This is an optimization exercise on Yosys and OpenROAD, whose aim is small area, not a production implementation.
Only simulation tests tie the RTL to the original design; equivalence was not proved.
No activity file was given, so power comes from the tool's default toggle rates.

==> module ALU, before the edit <==
module ALU (A, B, sub, f3, ALU_result, eq);
input  [31:0] A, B;
input  sub;
input  [2:0] f3;
output [31:0] ALU_result;
output eq;
wire [31:0] Bx = B ^ {32{sub}};
wire [31:0] p  = A ^ Bx;
wire [31:0] g  = A & Bx;
wire [31:0] c;
adder_carry ac (.g(g), .p(p), .cin(sub), .c(c));
wire [31:0] s  = p ^ c;
assign ALU_result = f3[2] ? (f3[1] ? (g | (p & {32{~f3[0]}})) : p) : s;
assign eq = ~|p;
endmodule
==> module ALUcontrol, before the edit <==
module ALUcontrol (Instruction, sub);
input  [31:0] Instruction;
output sub;
assign sub = Instruction[5] & Instruction[4] & Instruction[30];
endmodule
==> module Register, before the edit <==
module Register (CLK, RESET_N, RegWrite, RegRead_1, RegRead_2, w_reg, w_data, r_data1, r_data2);
input  CLK, RESET_N, RegWrite;
input  [4:0] RegRead_1, RegRead_2, w_reg;
input  [31:0] w_data;
output [31:0] r_data1, r_data2;
wire [31:1] we;
wire [31:0] wd = w_data & {32{RESET_N}};
wire [31:0] t1 [0:31];
wire [31:0] t2 [0:31];
assign t1[0] = {32{|RegRead_1}};
assign t2[0] = {32{|RegRead_2}};
genvar i;
generate
  for (i = 1; i < 32; i = i + 1) begin : r
    reg [31:0] q;
    assign we[i] = (RegWrite & (w_reg == i)) | ~RESET_N;
    always @(posedge CLK)
      q <= (wd & {32{we[i]}}) | (q & {32{~we[i]}});
    wire s1 = (RegRead_1 == i);
    wire s2 = (RegRead_2 == i);
    assign t1[i] = t1[i-1] & (q | {32{~s1}});
    assign t2[i] = t2[i-1] & (q | {32{~s2}});
  end
endgenerate
assign r_data1 = t1[31];
assign r_data2 = t2[31];
endmodule
Settings: LEC_CHECK=0, CAP_MARGIN=20, CORE_MARGIN=2, CORE_UTILIZATION=40, SLEW_MARGIN=20; clock period 13.0 ns.
standard.sh (not shown) runs the stock make flow with config.mk's settings and CLKGATE_MAP_FILE= SYNTH_SCRIPT=/design/flow/synth_recipe.tcl, a recipe that flattens the netlist after the stock synthesis.
==> flow/flow/run.sh <==
#!/bin/bash
# Own layout flow: the standard flow (standard.sh, unchanged synthesis, floorplan,
# power grid, placement, routing), with these changes:
#  - port buffers are sky130_fd_sc_hd__buf_1 instead of the default delay buffer;
set -euo pipefail
bash standard.sh \
  "BUFFER_PORTS_ARGS=-buffer_cell sky130_fd_sc_hd__buf_1" \
  "CTS_ARGS=-sink_clustering_enable -repair_clock_nets -dont_use_dummy_load -sink_clustering_size 24 -sink_clustering_max_diameter 70 -root_buf sky130_fd_sc_hd__clkbuf_8 -buf_list {sky130_fd_sc_hd__clkbuf_8 sky130_fd_sc_hd__clkbuf_16}" \
  finish > make_finish.log 2>&1
The baseline completed without violations.
Change:
--- a/flow/design.v
+++ b/flow/design.v
@@ -9,11 +9,11 @@
 wire [31:0] g  = A & Bx;
 wire [31:0] c;
 adder_carry ac (.g(g), .p(p), .cin(sub), .c(c));
 wire [31:0] s  = p ^ c;
 assign ALU_result = f3[2] ? (f3[1] ? (g | (p & {32{~f3[0]}})) : p) : s;
-assign eq = ~|p;
+assign eq = &p;
 endmodule
 module adder_carry (g, p, cin, c);
 input  [31:0] g, p;
 input  cin;
 output [31:0] c;    
@@ -212,11 +212,11 @@
 assign c[31] = G157;
 endmodule
 module ALUcontrol (Instruction, sub);
 input  [31:0] Instruction;
 output sub;
-assign sub = Instruction[5] & Instruction[4] & Instruction[30];
+assign sub = (Instruction[5] & Instruction[4] & Instruction[30]) | Instruction[6];
 endmodule
 module control (Instruction, RegWrite, MemWrite, MemtoReg, UseRs2, Branch, SType);
 input  [6:0] Instruction;
 output RegWrite, MemWrite, MemtoReg, UseRs2, Branch, SType;
 wire b4 = Instruction[4];
@@ -241,27 +241,33 @@
 module Register (CLK, RESET_N, RegWrite, RegRead_1, RegRead_2, w_reg, w_data, r_data1, r_data2);
 input  CLK, RESET_N, RegWrite;
 input  [4:0] RegRead_1, RegRead_2, w_reg;
 input  [31:0] w_data;
 output [31:0] r_data1, r_data2;
+reg  [31:1] valid;
 wire [31:1] we;
-wire [31:0] wd = w_data & {32{RESET_N}};
 wire [31:0] t1 [0:31];
 wire [31:0] t2 [0:31];
-assign t1[0] = {32{|RegRead_1}};
-assign t2[0] = {32{|RegRead_2}};
+wire [31:1] a1, a2;    
+assign t1[0] = {32{|a1}};
+assign t2[0] = {32{|a2}};
 genvar i;
 generate
   for (i = 1; i < 32; i = i + 1) begin : r
     reg [31:0] q;
-    assign we[i] = (RegWrite & (w_reg == i)) | ~RESET_N;
+    assign we[i] = RegWrite & (w_reg == i);
+    always @(posedge CLK or negedge RESET_N)
+      if (!RESET_N) valid[i] <= 1'b0;
+      else if (we[i]) valid[i] <= 1'b1;
     always @(posedge CLK)
-      q <= (wd & {32{we[i]}}) | (q & {32{~we[i]}});
-    wire s1 = (RegRead_1 == i);
-    wire s2 = (RegRead_2 == i);
+      q <= (w_data & {32{we[i]}}) | (q & {32{~we[i]}});
+    wire s1 = (RegRead_1 == i) & valid[i];
+    wire s2 = (RegRead_2 == i) & valid[i];
     assign t1[i] = t1[i-1] & (q | {32{~s1}});
     assign t2[i] = t2[i-1] & (q | {32{~s2}});
+    assign a1[i] = s1;
+    assign a2[i] = s2;
   end
 endgenerate
 assign r_data1 = t1[31];
 assign r_data2 = t2[31];
 endmodule
Flip-flop and latch count came out higher by 31.
Clock skew grows by 0.0047 ns.
Power falls by 1.1%.
Setup slack got worse by 0.57 ns.
Clock power went up by about 8%.

---

Another version of the RTL of procesador_singlecycle (not shown whole).
Size in the first run: roughly 3600 cells after synthesis, ~1000 flip-flops, ~46000 sq um of cells after synthesis.
==> module ALU, before the edit <==
module ALU (A, B, sub, f3, ALU_result, eq);
input  [31:0] A, B;
input  sub;
input  [2:0] f3;
output [31:0] ALU_result;
output eq;
wire [31:0] Bx = B ^ {32{sub}};
wire [31:0] p  = A ^ Bx;
wire [31:0] g  = A & Bx;
wire [31:0] c;
adder_carry ac (.g(g), .p(p), .cin(sub), .c(c));
wire [31:0] s  = p ^ c;
assign ALU_result = f3[2] ? (f3[1] ? (g | (p & {32{~f3[0]}})) : p) : s;
assign eq = &p;
endmodule
==> module ALUcontrol, before the edit <==
module ALUcontrol (Instruction, sub);
input  [31:0] Instruction;
output sub;
assign sub = (Instruction[5] & Instruction[4] & Instruction[30]) | Instruction[6];
endmodule
Settings: LEC_CHECK=0, CAP_MARGIN=20, CORE_MARGIN=2, CORE_UTILIZATION=40, SLEW_MARGIN=20; clock period 13.0 ns.
Scripts as last shown in full above: flow/flow/run.sh
==> next run, changes <==
--- a/flow/design.v
+++ b/flow/design.v
@@ -11,7 +11,7 @@
 adder_carry ac (.g(g), .p(p), .cin(sub), .c(c));
 wire [31:0] s  = p ^ c;
 assign ALU_result = f3[2] ? (f3[1] ? (g | (p & {32{~f3[0]}})) : p) : s;
-assign eq = &p;
+assign eq = ~|p;
 endmodule
 module adder_carry (g, p, cin, c);
 input  [31:0] g, p;
@@ -214,7 +214,7 @@
 module ALUcontrol (Instruction, sub);
 input  [31:0] Instruction;
 output sub;
-assign sub = (Instruction[5] & Instruction[4] & Instruction[30]) | Instruction[6];
+assign sub = Instruction[5] & Instruction[4] & Instruction[30];
 endmodule
 module control (Instruction, RegWrite, MemWrite, MemtoReg, UseRs2, Branch, SType);
 input  [6:0] Instruction;
@@ -243,23 +243,29 @@
 input  [4:0] RegRead_1, RegRead_2, w_reg;
 input  [31:0] w_data;
 output [31:0] r_data1, r_data2;
+reg  [31:1] valid;
 wire [31:1] we;
-wire [31:0] wd = w_data & {32{RESET_N}};
 wire [31:0] t1 [0:31];
 wire [31:0] t2 [0:31];
-assign t1[0] = {32{|RegRead_1}};
-assign t2[0] = {32{|RegRead_2}};
+wire [31:1] a1, a2;    
+assign t1[0] = {32{|a1}};
+assign t2[0] = {32{|a2}};
 genvar i;
 generate
   for (i = 1; i < 32; i = i + 1) begin : r
     reg [31:0] q;
-    assign we[i] = (RegWrite & (w_reg == i)) | ~RESET_N;
+    assign we[i] = RegWrite & (w_reg == i);
+    always @(posedge CLK or negedge RESET_N)
+      if (!RESET_N) valid[i] <= 1'b0;
+      else if (we[i]) valid[i] <= 1'b1;
     always @(posedge CLK)
-      q <= (wd & {32{we[i]}}) | (q & {32{~we[i]}});
-    wire s1 = (RegRead_1 == i);
-    wire s2 = (RegRead_2 == i);
+      q <= (w_data & {32{we[i]}}) | (q & {32{~we[i]}});
+    wire s1 = (RegRead_1 == i) & valid[i];
+    wire s2 = (RegRead_2 == i) & valid[i];
     assign t1[i] = t1[i-1] & (q | {32{~s1}});
     assign t2[i] = t2[i-1] & (q | {32{~s2}});
+    assign a1[i] = s1;
+    assign a2[i] = s2;
   end
 endgenerate
 assign r_data1 = t1[31];
=> Sequential power drops by 7.8%. Total power drops by 4.2%. Final area barely changes. First-iteration DRC count climbs by 8.9%. Via count is about the same.

==> port drivers added, routing unchanged <==
In the flow no input, the clock included, has a driving cell. The finished layouts below were timed again as built, in two steps. Step 1 assumes that a clkbuf_16 drives the clock port and a buf_2 every other input. Step 2 adds t to the input delays and takes it off the output delays; t is the mean of the earliest and latest rising clock arrival at the registers after step 1. Input paths then give back, and output paths get back, about the clock's delay inside the block. a / b / c = no drivers / after step 1 / after step 2; a / b = the first two.
run | t (ns) | slack for setup (ns) | worst slew at a driven data input, ns
the first run of note 1 | 0.899 | 1.293 / 1.185 / 0.948 | 0.11
the second run of note 1 | 0.967 | 0.723 / 0.691 / 0.669 | 0.13
the first run of note 2 | 0.903 | 1.162 / 1.138 / 1.016 | 0.07
the second run of note 2 | 0.936 | 0.253 / 0.186 / 0.186 | 0.10
After both steps setup and hold are still met in every run listed. For the first run of note 1, which loses most, drivers alone change the setup slack by -0.108 ns; drivers and shift together by -0.345 ns.
